Source: an optimization exercise on an open RTL-to-GDS flow (aim: small area, a short achievable clock period and few clock cycles). Production flows keep margins and buffers that such runs may drop.

Setup of run A:
==> flow/design.v <==
`timescale 1ns/1ns
module CPU (input clk, rst,
            input ld_we, input [4:0] ld_addr, input [7:0] ld_data,
            output st_valid, output [4:0] st_addr, output [7:0] st_data);
  reg [7:0] mem [0:31];
  reg [7:0] stk [0:31];
  reg [4:0] pc, pc1;            
  reg       e_pop;              
  reg       e_jz;               
  reg       e_add, e_sub, e_and;
  reg       r_dn, r_up;         
  reg       t_md, t_nmd, t_s1, t_ns1, t_alu, t_nalu, t_ns0, t_s0;   
  reg       u_ns0, u_alu;       
  reg [4:0] ra;                 
  reg       wen;
  reg [4:0] wa;
  reg [7:0] wd;
  wire [7:0] s0 = stk[0];
  wire [7:0] s1 = stk[1];
  wire [7:0] s2 = stk[2];
  wire taken = e_jz & (s0 == 8'd0);
  assign st_valid = e_pop;
  assign st_addr  = wa;
  assign st_data  = wd;
  always @(posedge clk) begin
    if (wen)
      mem[wa] <= wd;
  end
  wire [7:0] fe = mem[{pc1[4:1], 1'b0}];
  wire [7:0] fodd = mem[{pc[4:1], 1'b1}];
  wire [7:0] f0 = pc[0] ? fodd : fe;
  wire [7:0] f1 = pc[0] ? fe : fodd;
  reg  hit0, hit1;              
  wire [2:0] o0 = f0[7:5];
  wire [2:0] o1 = f1[7:5];
  wire [4:0] a0 = f0[4:0];
  wire [4:0] a1 = f1[4:0];
  wire i0_push = o0 == 3'b100;
  wire i0_pop  = o0 == 3'b101;
  wire i0_not  = o0 == 3'b011;
  wire i0_alu  = ~o0[2] & ~(o0[1] & o0[0]);
  wire i0_jmp  = o0 == 3'b110;
  wire i0_jz   = o0 == 3'b111;
  wire i1_push = o1 == 3'b100;
  wire i1_not  = o1 == 3'b011;
  wire i1_jmp  = o1 == 3'b110;
  wire i1_pop  = o1 == 3'b101;
  wire i1_alu  = ~o1[2] & ~(o1[1] & o1[0]);
  wire hz   = (i0_pop & (a0[4:3] == pc1[4:3])) | hit1;
  wire x0   = i0_pop | i0_alu | i0_not;
  wire p_j  = ~i0_jmp & i1_jmp & ~hz;          
  wire p_p  = x0 & i1_push & ~hz;              
  wire p_n  = (x0 | i0_push) & i1_not & ~hz;   
  wire p_z  = i0_jz & (i1_push | i1_alu | i1_not) & ~hit1;   
  wire same = a0 == a1;                        
  wire [4:0] pc2 = pc1 + 5'd1;
  wire [4:0] pc3 = pc1 + 5'd2;
  wire [4:0] a0i = a0 + 5'd1;
  wire [4:0] a1i = a1 + 5'd1;
  wire pairable = ((x0 & i1_push) | ((x0 | i0_push) & i1_not) | (i0_jz & (i1_push | i1_alu | i1_not)));
  wire [4:0] seq_pc  = i1_jmp ? a1  : pairable ? pc2 : pc1;
  wire [4:0] seq_pc1 = i1_jmp ? a1i : pairable ? pc3 : pc2;
  wire [4:0] npc  = i0_jmp ? a0  : hz ? pc1 : seq_pc;
  wire [4:0] npc1 = i0_jmp ? a0i : hz ? pc2 : seq_pc1;
  always @(posedge clk, posedge rst) begin
    if (rst) begin
      pc  <= 5'd0;
      pc1 <= 5'd1;
      {e_pop, e_jz, r_dn, r_up, u_ns0, u_alu} <= 6'd0;
      {t_md, t_nmd, t_s1, t_ns1, t_alu, t_nalu, t_ns0} <= 7'd0;
      t_s0 <= 1'b1;
    end else if (taken | hit0) begin
      if (taken) begin
        pc  <= wa;
        pc1 <= wa + 5'd1;
      end
      {e_pop, e_jz, r_dn, r_up, u_ns0, u_alu} <= 6'd0;
      {t_md, t_nmd, t_s1, t_ns1, t_alu, t_nalu, t_ns0} <= 7'd0;
      t_s0 <= 1'b1;
    end else begin
      pc  <= npc;
      pc1 <= npc1;
      e_pop  <= i0_pop;
      e_jz   <= i0_jz;
      if (p_z) begin
        r_dn   <= i1_push;
        r_up   <= i1_alu;
        u_ns0  <= 1'b0;
        u_alu  <= 1'b0;
        t_md   <= i1_push;
        t_nmd  <= 1'b0;
        t_s1   <= 1'b0;
        t_ns1  <= 1'b0;
        t_alu  <= i1_alu;
        t_nalu <= 1'b0;
        t_ns0  <= i1_not;
        t_s0   <= 1'b0;
      end else begin
        r_dn   <= i0_push | (i0_not & p_p);
        r_up   <= (i0_pop | i0_alu) & ~p_p;
        u_ns0  <= i0_not & p_p;
        u_alu  <= i0_alu & p_p;
        t_md   <= (i0_push & ~p_n) | (p_p & ~(i0_pop & same));
        t_nmd  <= i0_push & p_n;
        t_s1   <= i0_pop & ~p_p & ~p_n;
        t_ns1  <= i0_pop & p_n;
        t_alu  <= i0_alu & ~p_p & ~p_n;
        t_nalu <= i0_alu & p_n;
        t_ns0  <= i0_not & ~p_p & ~p_n;
        t_s0   <= i0_jmp | i0_jz | (i0_not & p_n) | (p_p & i0_pop & same);
      end
    end
  end
  always @(posedge clk) begin
    e_add <= (p_z ? o1[1:0] : o0[1:0]) == 2'b00;
    e_sub <= (p_z ? o1[1:0] : o0[1:0]) == 2'b01;
    e_and <= (p_z ? o1[1:0] : o0[1:0]) == 2'b10;
    ra    <= (p_p | p_z) ? a1 : a0;
  end
  wire nt = ~taken;
  wire [7:0] md   = mem[ra];
  wire [7:0] sum  = s0 + s1;
  wire [7:0] diff = ~(~s0 + s1);           
  wire [7:0] alu  = ({8{e_add}} & sum) | ({8{e_sub}} & diff) | ({8{e_and}} & (s0 & s1));
  wire [7:0] top_n = ({8{t_md & nt}}   & md)
                   | ({8{t_nmd & nt}}  & ~md)
                   | ({8{t_s1 & nt}}   & s1)
                   | ({8{t_ns1 & nt}}  & ~s1)
                   | ({8{t_alu & nt}}  & alu)
                   | ({8{t_nalu & nt}} & ~alu)
                   | ({8{t_ns0 & nt}}  & ~s0)
                   | ({8{t_s0 | taken}} & s0);
  wire hp1 = a0 == pc1;
  wire hp2 = a0 == pc2;
  wire hp3 = a0 == pc3;
  wire ha1 = a0 == a1;
  wire ha2 = a0 == a1i;
  always @(posedge clk) begin
    hit0 <= ld_we ? (ld_addr == 5'd0)
                  : (~rst & ~taken & ~hit0 & i0_pop & (hz ? hp1 : i1_jmp ? ha1 : pairable ? hp2 : hp1));
    hit1 <= ld_we ? (ld_addr == 5'd1)
                  : (~rst & ~taken & ~hit0 & i0_pop & (hz ? hp2 : i1_jmp ? ha2 : pairable ? hp3 : hp2));
    wen <= ld_we | (~rst & ~taken & ~hit0 & i0_pop);
    wa  <= ld_we ? ld_addr : a0;
    wd  <= ld_we ? ld_data : top_n;
  end
  reg [5:0] vb;
  reg [4:0] vu;
  reg       vall;
  wire dn = r_dn & nt;
  wire up = r_up & nt;
  wire [5:0] vb_n = dn ? vb + 6'd1 : (up && vb != 6'd2) ? vb - 6'd1 : vb;
  wire [4:0] vu_n = (dn && vu != 5'd0) ? vu - 5'd1 : up ? vu + 5'd1 : vu;
  wire v2 = vall | (vb >= 6'd3);
  always @(posedge clk, posedge rst) begin
    if (rst) begin
      vb <= 6'd2;
      vu <= 5'd0;
      vall <= 1'b0;
    end else if (!vall) begin
      vb <= vb_n;
      vu <= vu_n;
      vall <= ({1'b0, vb_n} + {2'b0, vu_n}) >= 7'd32;
    end
  end
  always @(posedge clk, posedge rst) begin
    if (rst) begin
      stk[0] <= 8'd0;
      stk[1] <= 8'd0;
    end else begin
      stk[0] <= top_n;
      if (dn)
        stk[1] <= u_ns0 ? ~s0 : s0;
      else if (up)
        stk[1] <= v2 ? s2 : 8'd0;
      else if (u_alu)
        stk[1] <= alu;
    end
  end
  integer k;
  always @(posedge clk) begin
    for (k = 2; k < 32; k = k + 1)
      if (dn)
        stk[k] <= stk[k-1];
      else if (up)
        stk[k] <= stk[(k+1) % 32];
  end
endmodule
==> flow/config.mk <==
export PLATFORM = sky130hd
export DESIGN_NAME = CPU
export DESIGN_NICKNAME = CPU
export VERILOG_FILES = /design/flow/design.v
export SDC_FILE = /design/flow/constraint.sdc
export NUM_CORES = 4
export LEC_CHECK = 0
export ABC_CLOCK_PERIOD_IN_PS = 2800
export CAP_MARGIN = 20
export CORE_MARGIN = 2
export CORE_UTILIZATION = 60
export CTS_BUF_LIST = sky130_fd_sc_hd__clkbuf_8 sky130_fd_sc_hd__clkbuf_16
export CTS_CLUSTER_DIAMETER = 60
export CTS_CLUSTER_SIZE = 30
export PLACE_DENSITY = 0.7
export SLEW_MARGIN = 20
export SETUP_SLACK_MARGIN = 7.2
export TNS_END_PERCENT = 20
export BUFFER_PORTS_ARGS = -buffer_cell sky130_fd_sc_hd__buf_4
==> flow/constraint.sdc <==
create_clock -name core_clock -period 10.0 [get_ports {clk}]
set_input_delay 2.0000 -clock core_clock [delete_from_list [all_inputs] [get_ports {clk}]]
set_output_delay 2.0000 -clock core_clock [all_outputs]
set_load 0.01 [all_outputs]
standard.sh (not shown) runs the stock make flow with config.mk's settings and CLKGATE_MAP_FILE= SYNTH_SCRIPT=/design/flow/synth_recipe.tcl, a recipe that flattens the netlist after the stock synthesis.
==> flow/flow/run.sh <==
#!/bin/bash
# Standard ORFS layout (the standard.sh, unchanged synthesis), with extra
# settings appended to config.mk: repair_timing aims for a tighter setup slack,
# and the port buffers are plain buffers.
set -e
cat flow/extra.mk >> config.mk
bash standard.sh > standard.log 2>&1
==> flow/flow/extra.mk <==
export SETUP_SLACK_MARGIN = 7.2
export TNS_END_PERCENT = 20
export BUFFER_PORTS_ARGS = -buffer_cell sky130_fd_sc_hd__buf_4
Relative to run A, the following input files were edited for run C:
--- a/flow/design.v
+++ b/flow/design.v
@@ -141,48 +141,27 @@
     hit1 <= ld_we ? (ld_addr == 5'd1)
                   : (~rst & ~taken & ~hit0 & i0_pop & (hz ? hp2 : i1_jmp ? ha2 : pairable ? hp3 : hp2));
     wen <= ld_we | (~rst & ~taken & ~hit0 & i0_pop);
     wa  <= ld_we ? ld_addr : a0;
     wd  <= ld_we ? ld_data : top_n;
   end
-  reg [5:0] vb;
-  reg [4:0] vu;
-  reg       vall;
-  wire dn = r_dn & nt;
-  wire up = r_up & nt;
-  wire [5:0] vb_n = dn ? vb + 6'd1 : (up && vb != 6'd2) ? vb - 6'd1 : vb;
-  wire [4:0] vu_n = (dn && vu != 5'd0) ? vu - 5'd1 : up ? vu + 5'd1 : vu;
-  wire v2 = vall | (vb >= 6'd3);
+  integer k;
   always @(posedge clk, posedge rst) begin
     if (rst) begin
-      vb <= 6'd2;
-      vu <= 5'd0;
-      vall <= 1'b0;
-    end else if (!vall) begin
-      vb <= vb_n;
-      vu <= vu_n;
-      vall <= ({1'b0, vb_n} + {2'b0, vu_n}) >= 7'd32;
+      for (k = 0; k < 32; k = k + 1)
+        stk[k] <= 8'd0;
+    end else begin
+      stk[0] <= top_n;
+      if (r_dn & nt)
+        stk[1] <= u_ns0 ? ~s0 : s0;
+      else if (r_up & nt)
+        stk[1] <= s2;
+      else if (u_alu)
+        stk[1] <= alu;
+      for (k = 2; k < 32; k = k + 1)
+        if (r_dn & nt)
+          stk[k] <= stk[k-1];
+        else if (r_up & nt)
+          stk[k] <= stk[(k+1) % 32];
     end
   end
-  always @(posedge clk, posedge rst) begin
-    if (rst) begin
-      stk[0] <= 8'd0;
-      stk[1] <= 8'd0;
-    end else begin
-      stk[0] <= top_n;
-      if (dn)
-        stk[1] <= u_ns0 ? ~s0 : s0;
-      else if (up)
-        stk[1] <= v2 ? s2 : 8'd0;
-      else if (u_alu)
-        stk[1] <= alu;
-    end
-  end
-  integer k;
-  always @(posedge clk) begin
-    for (k = 2; k < 32; k = k + 1)
-      if (dn)
-        stk[k] <= stk[k-1];
-      else if (up)
-        stk[k] <= stk[(k+1) % 32];
-  end
 endmodule
Start point of the critical path = pc[3]: run C; start point of the critical path = pc1[1]: run A
Diff run A -> run C | via count | increase of about 10%
Going from run A to run C, area of the mapped netlist went down by 0.73%; first-pass GRT wire length went up by 11%; layout net count went up by 173.
The post-route minimum period in run C was lower than what run A gave.
Run C vs. run A: core occupancy in the finished layout saw a decrease; count of TritonRoute iterations in the first routing pass went down by 1.
Run C: done, clean on timing, DRC and antenna
Function was not checked in any run of this note: the RTL went through the layout flow alone.

========
== run F ==
Another version of the RTL of CPU (not shown whole).
Size in the first run: roughly 2700 cells after synthesis, roughly 560 flip-flops, about 30 I/O pins, roughly 29000 um^2 of cells after synthesis.
## CPU
module CPU (input clk, rst,
            input ld_we, input [4:0] ld_addr, input [7:0] ld_data,
            output st_valid, output [4:0] st_addr, output [7:0] st_data);
  reg [7:0] mem [0:31];
  reg [7:0] stk [0:31];
  reg [4:0] pc, pc1;            
  reg       e_pop;              
  reg       e_jz;               
  reg       e_add, e_sub, e_and;
  reg       r_dn, r_up;         
  reg       t_md, t_nmd, t_s1, t_ns1, t_alu, t_nalu, t_ns0, t_s0;   
  reg       u_ns0, u_alu;       
  reg [4:0] ra;                 
  reg       wen;
  reg [4:0] wa;
  reg [7:0] wd;
  wire [7:0] s0 = stk[0];
  wire [7:0] s1 = stk[1];
  wire [7:0] s2 = stk[2];
  wire taken = e_jz & (s0 == 8'd0);
  assign st_valid = e_pop;
  assign st_addr  = wa;
  assign st_data  = wd;
  always @(posedge clk) begin
    if (wen)
      mem[wa] <= wd;
  end
  wire [7:0] f0 = mem[pc];
  wire [7:0] f1 = mem[pc1];
  wire hit0 = wen & (wa == pc);
  wire hit1 = wen & (wa == pc1);
  wire [2:0] o0 = f0[7:5];
  wire [2:0] o1 = f1[7:5];
  wire [4:0] a0 = f0[4:0];
  wire [4:0] a1 = f1[4:0];
  wire i0_push = o0 == 3'b100;
  wire i0_pop  = o0 == 3'b101;
  wire i0_not  = o0 == 3'b011;
  wire i0_alu  = ~o0[2] & ~(o0[1] & o0[0]);
  wire i0_jmp  = o0 == 3'b110;
  wire i0_jz   = o0 == 3'b111;
  wire i1_push = o1 == 3'b100;
  wire i1_not  = o1 == 3'b011;
  wire i1_jmp  = o1 == 3'b110;
  wire i1_pop  = o1 == 3'b101;
  wire i1_alu  = ~o1[2] & ~(o1[1] & o1[0]);
  ...
==> module CPU, before the edit <==
module CPU (input clk, rst,
            input ld_we, input [4:0] ld_addr, input [7:0] ld_data,
            output st_valid, output [4:0] st_addr, output [7:0] st_data);
  reg [7:0] mem [0:31];
  reg [7:0] stk [0:31];
  reg [4:0] pc, pc1;            
  reg       e_pop;              
  reg       e_jz;               
  reg       e_add, e_sub, e_and;
  reg       r_dn, r_up;         
  reg       t_md, t_nmd, t_s1, t_ns1, t_alu, t_nalu, t_ns0, t_s0;   
  reg       u_ns0, u_alu;       
  reg [4:0] ra;                 
  reg       wen;
  reg [4:0] wa;
  reg [7:0] wd;
  wire [7:0] s0 = stk[0];
  wire [7:0] s1 = stk[1];
  wire [7:0] s2 = stk[2];
  wire taken = e_jz & (s0 == 8'd0);
  assign st_valid = e_pop;
  assign st_addr  = wa;
  assign st_data  = wd;
  always @(posedge clk) begin
    if (wen)
      mem[wa] <= wd;
  end
  wire [7:0] f0 = mem[pc];
  wire [7:0] f1 = mem[pc1];
  wire hit0 = wen & (wa == pc);
  wire hit1 = wen & (wa == pc1);
  wire [2:0] o0 = f0[7:5];
  wire [2:0] o1 = f1[7:5];
  wire [4:0] a0 = f0[4:0];
  wire [4:0] a1 = f1[4:0];
  wire i0_push = o0 == 3'b100;
  wire i0_pop  = o0 == 3'b101;
  wire i0_not  = o0 == 3'b011;
  wire i0_alu  = ~o0[2] & ~(o0[1] & o0[0]);
  wire i0_jmp  = o0 == 3'b110;
  wire i0_jz   = o0 == 3'b111;
  wire i1_push = o1 == 3'b100;
  wire i1_not  = o1 == 3'b011;
  wire i1_jmp  = o1 == 3'b110;
  wire i1_pop  = o1 == 3'b101;
  wire i1_alu  = ~o1[2] & ~(o1[1] & o1[0]);
  wire hz   = (i0_pop & (a0[4:3] == pc1[4:3])) | hit1;
  wire x0   = i0_pop | i0_alu | i0_not;
  wire p_j  = ~i0_jmp & i1_jmp & ~hz;          
  wire p_p  = x0 & i1_push & ~hz;              
  wire p_n  = (x0 | i0_push) & i1_not & ~hz;   
  wire p_z  = i0_jz & (i1_push | i1_alu | i1_not) & ~hit1;   
  wire same = a0 == a1;                        
  wire pairable = ((x0 & i1_push) | ((x0 | i0_push) & i1_not) | (i0_jz & (i1_push | i1_alu | i1_not)));
  wire [4:0] seq_pc  = i1_jmp ? a1  : pairable ? pc2 : pc1;
  wire [4:0] seq_pc1 = i1_jmp ? a1i : pairable ? pc3 : pc2;
  wire [4:0] npc  = i0_jmp ? a0  : hz ? pc1 : seq_pc;
  wire [4:0] npc1 = i0_jmp ? a0i : hz ? pc2 : seq_pc1;
  wire [4:0] pc2 = pc1 + 5'd1;
  wire [4:0] pc3 = pc1 + 5'd2;
  wire [4:0] a0i = a0 + 5'd1;
  wire [4:0] a1i = a1 + 5'd1;
  always @(posedge clk, posedge rst) begin
    if (rst) begin
      pc  <= 5'd0;
      pc1 <= 5'd1;
      {e_pop, e_jz, r_dn, r_up, u_ns0, u_alu} <= 6'd0;
      {t_md, t_nmd, t_s1, t_ns1, t_alu, t_nalu, t_ns0} <= 7'd0;
      t_s0 <= 1'b1;
    end else if (taken | hit0) begin
      if (taken) begin
        pc  <= wa;
        pc1 <= wa + 5'd1;
      end
      {e_pop, e_jz, r_dn, r_up, u_ns0, u_alu} <= 6'd0;
      {t_md, t_nmd, t_s1, t_ns1, t_alu, t_nalu, t_ns0} <= 7'd0;
      t_s0 <= 1'b1;
    end else begin
      pc  <= npc;
      pc1 <= npc1;
      e_pop  <= i0_pop;
      e_jz   <= i0_jz;
      if (p_z) begin
        r_dn   <= i1_push;
        r_up   <= i1_alu;
        u_ns0  <= 1'b0;
        u_alu  <= 1'b0;
        t_md   <= i1_push;
        t_nmd  <= 1'b0;
        t_s1   <= 1'b0;
        t_ns1  <= 1'b0;
        t_alu  <= i1_alu;
        t_nalu <= 1'b0;
        t_ns0  <= i1_not;
        t_s0   <= 1'b0;
      end else begin
        r_dn   <= i0_push | (i0_not & p_p);
        r_up   <= (i0_pop | i0_alu) & ~p_p;
        u_ns0  <= i0_not & p_p;
        u_alu  <= i0_alu & p_p;
        t_md   <= (i0_push & ~p_n) | (p_p & ~(i0_pop & same));
        t_nmd  <= i0_push & p_n;
        t_s1   <= i0_pop & ~p_p & ~p_n;
        t_ns1  <= i0_pop & p_n;
        t_alu  <= i0_alu & ~p_p & ~p_n;
        t_nalu <= i0_alu & p_n;
        t_ns0  <= i0_not & ~p_p & ~p_n;
        t_s0   <= i0_jmp | i0_jz | (i0_not & p_n) | (p_p & i0_pop & same);
      end
    end
  end
  always @(posedge clk) begin
    e_add <= (p_z ? o1[1:0] : o0[1:0]) == 2'b00;
    e_sub <= (p_z ? o1[1:0] : o0[1:0]) == 2'b01;
    e_and <= (p_z ? o1[1:0] : o0[1:0]) == 2'b10;
    ra    <= (p_p | p_z) ? a1 : a0;
  end
  wire nt = ~taken;
  wire [7:0] md   = mem[ra];
  wire [7:0] sum  = s0 + s1;
  wire [7:0] diff = ~(~s0 + s1);           
  wire [7:0] alu  = ({8{e_add}} & sum) | ({8{e_sub}} & diff) | ({8{e_and}} & (s0 & s1));
  wire [7:0] top_n = ({8{t_md & nt}}   & md)
                   | ({8{t_nmd & nt}}  & ~md)
                   | ({8{t_s1 & nt}}   & s1)
                   | ({8{t_ns1 & nt}}  & ~s1)
                   | ({8{t_alu & nt}}  & alu)
                   | ({8{t_nalu & nt}} & ~alu)
                   | ({8{t_ns0 & nt}}  & ~s0)
                   | ({8{t_s0 | taken}} & s0);
  always @(posedge clk) begin
    wen <= ld_we | (~rst & ~taken & ~hit0 & i0_pop);
    wa  <= ld_we ? ld_addr : a0;
    wd  <= ld_we ? ld_data : top_n;
  end
  integer k;
  always @(posedge clk, posedge rst) begin
    if (rst) begin
      for (k = 0; k < 32; k = k + 1)
        stk[k] <= 8'd0;
    end else begin
      stk[0] <= top_n;
      if (r_dn & nt)
        stk[1] <= u_ns0 ? ~s0 : s0;
      else if (r_up & nt)
        stk[1] <= s2;
      else if (u_alu)
        stk[1] <= alu;
      for (k = 2; k < 32; k = k + 1)
        if (r_dn & nt)
          stk[k] <= stk[k-1];
        else if (r_up & nt)
          stk[k] <= stk[(k+1) % 32];
    end
  end
endmodule
==> flow/config.mk <==
export PLATFORM = sky130hd
export DESIGN_NAME = CPU
export DESIGN_NICKNAME = CPU
export VERILOG_FILES = /design/flow/design.v
export SDC_FILE = /design/flow/constraint.sdc
export NUM_CORES = 4
export LEC_CHECK = 0
export ABC_CLOCK_PERIOD_IN_PS = 2800
export CAP_MARGIN = 20
export CORE_MARGIN = 2
export CORE_UTILIZATION = 60
export CTS_BUF_LIST = sky130_fd_sc_hd__clkbuf_8 sky130_fd_sc_hd__clkbuf_16
export CTS_CLUSTER_DIAMETER = 60
export CTS_CLUSTER_SIZE = 30
export PLACE_DENSITY = 0.7
export SLEW_MARGIN = 20
export SETUP_SLACK_MARGIN = 7.2
export TNS_END_PERCENT = 20
export BUFFER_PORTS_ARGS = -buffer_cell sky130_fd_sc_hd__buf_4
==> flow/constraint.sdc <==
create_clock -name core_clock -period 10.0 [get_ports {clk}]
set_input_delay 2.0000 -clock core_clock [delete_from_list [all_inputs] [get_ports {clk}]]
set_output_delay 2.0000 -clock core_clock [all_outputs]
set_load 0.01 [all_outputs]
Scripts as last shown in full above: flow/flow/run.sh, flow/flow/extra.mk
Both conditions hold for run F: the flow ran to the end and the final layout passed the timing, DRC and antenna checks.
Changes in run B relative to run F:
--- a/flow/design.v
+++ b/flow/design.v
@@ -51,13 +51,12 @@
   wire p_p  = x0 & i1_push & ~hz;              
   wire p_n  = (x0 | i0_push) & i1_not & ~hz;   
   wire p_z  = i0_jz & (i1_push | i1_alu | i1_not) & ~hit1;   
   wire same = a0 == a1;                        
-  wire pairable = ((x0 & i1_push) | ((x0 | i0_push) & i1_not) | (i0_jz & (i1_push | i1_alu | i1_not)));
-  wire [4:0] seq_pc  = i1_jmp ? a1  : pairable ? pc2 : pc1;
-  wire [4:0] seq_pc1 = i1_jmp ? a1i : pairable ? pc3 : pc2;
-  wire [4:0] npc  = i0_jmp ? a0  : hz ? pc1 : seq_pc;
-  wire [4:0] npc1 = i0_jmp ? a0i : hz ? pc2 : seq_pc1;
+  wire n_a0 = i0_jmp;
+  wire n_a1 = p_j;
+  wire n_p2 = p_p | p_n | p_z;
+  wire n_p1 = ~i0_jmp & ~p_j & ~p_p & ~p_n & ~p_z;
   wire [4:0] pc2 = pc1 + 5'd1;
   wire [4:0] pc3 = pc1 + 5'd2;
   wire [4:0] a0i = a0 + 5'd1;
   wire [4:0] a1i = a1 + 5'd1;
@@ -76,10 +75,10 @@
       {e_pop, e_jz, r_dn, r_up, u_ns0, u_alu} <= 6'd0;
       {t_md, t_nmd, t_s1, t_ns1, t_alu, t_nalu, t_ns0} <= 7'd0;
       t_s0 <= 1'b1;
     end else begin
-      pc  <= npc;
-      pc1 <= npc1;
+      pc  <= ({5{n_a0}} & a0) | ({5{n_a1}} & a1) | ({5{n_p2}} & pc2) | ({5{n_p1}} & pc1);
+      pc1 <= ({5{n_a0}} & a0i) | ({5{n_a1}} & a1i) | ({5{n_p2}} & pc3) | ({5{n_p1}} & pc2);
       e_pop  <= i0_pop;
       e_jz   <= i0_jz;
       if (p_z) begin
         r_dn   <= i1_push;
### Flow results
Logic depth of the worst register-to-register path on run B is up relative to run F. Wire length reported by the detailed router ended up about 3.3% lower on run B than on run F. Across both runs, count of clock-net buffers in the final layout was lower for run B than for run F. Run B against run F: fraction of the cycle the final worst path needs now sits lower.
Function was not checked in any run of this note: the RTL went through the layout flow alone.

==> separate check: timing with driven ports <==
Ports are ideal in the flow. The routed layouts listed here were re-timed in OpenROAD. Step 1, drivers: a clkbuf_16 drives clk and a buf_2 each remaining input, both assumed. Step 2 moves the port delays by t, midway between the first and last clock arrival at a register: inputs arrive t later, outputs are due t later. That takes back most of the time a late clock gives input paths. Slacks: no drivers / after step 1 / after step 2; pairs: no drivers / after step 1.
run	t, ns	slack for setup (ns)	hold WS [ns]	worst setup path after step 2	worst data-port slew with drivers (ns)
run A	0.667	6.429 / 6.429 / 6.429	0.510 / 0.510 / 0.510	register to register	0.05
run C	0.661	6.541 / 6.541 / 6.470	0.496 / 0.496 / 0.496	input to register	0.05
run F	0.665	6.481 / 6.481 / 6.481	0.491 / 0.491 / 0.491	register to register	0.05
run B	0.659	6.532 / 6.532 / 6.532	0.544 / 0.544 / 0.544	register to register	0.09
After both steps setup and hold are still met in every run listed. The setup slack of run C, which loses most, moves by 0.000 ns with the drivers and by -0.071 ns with both steps.
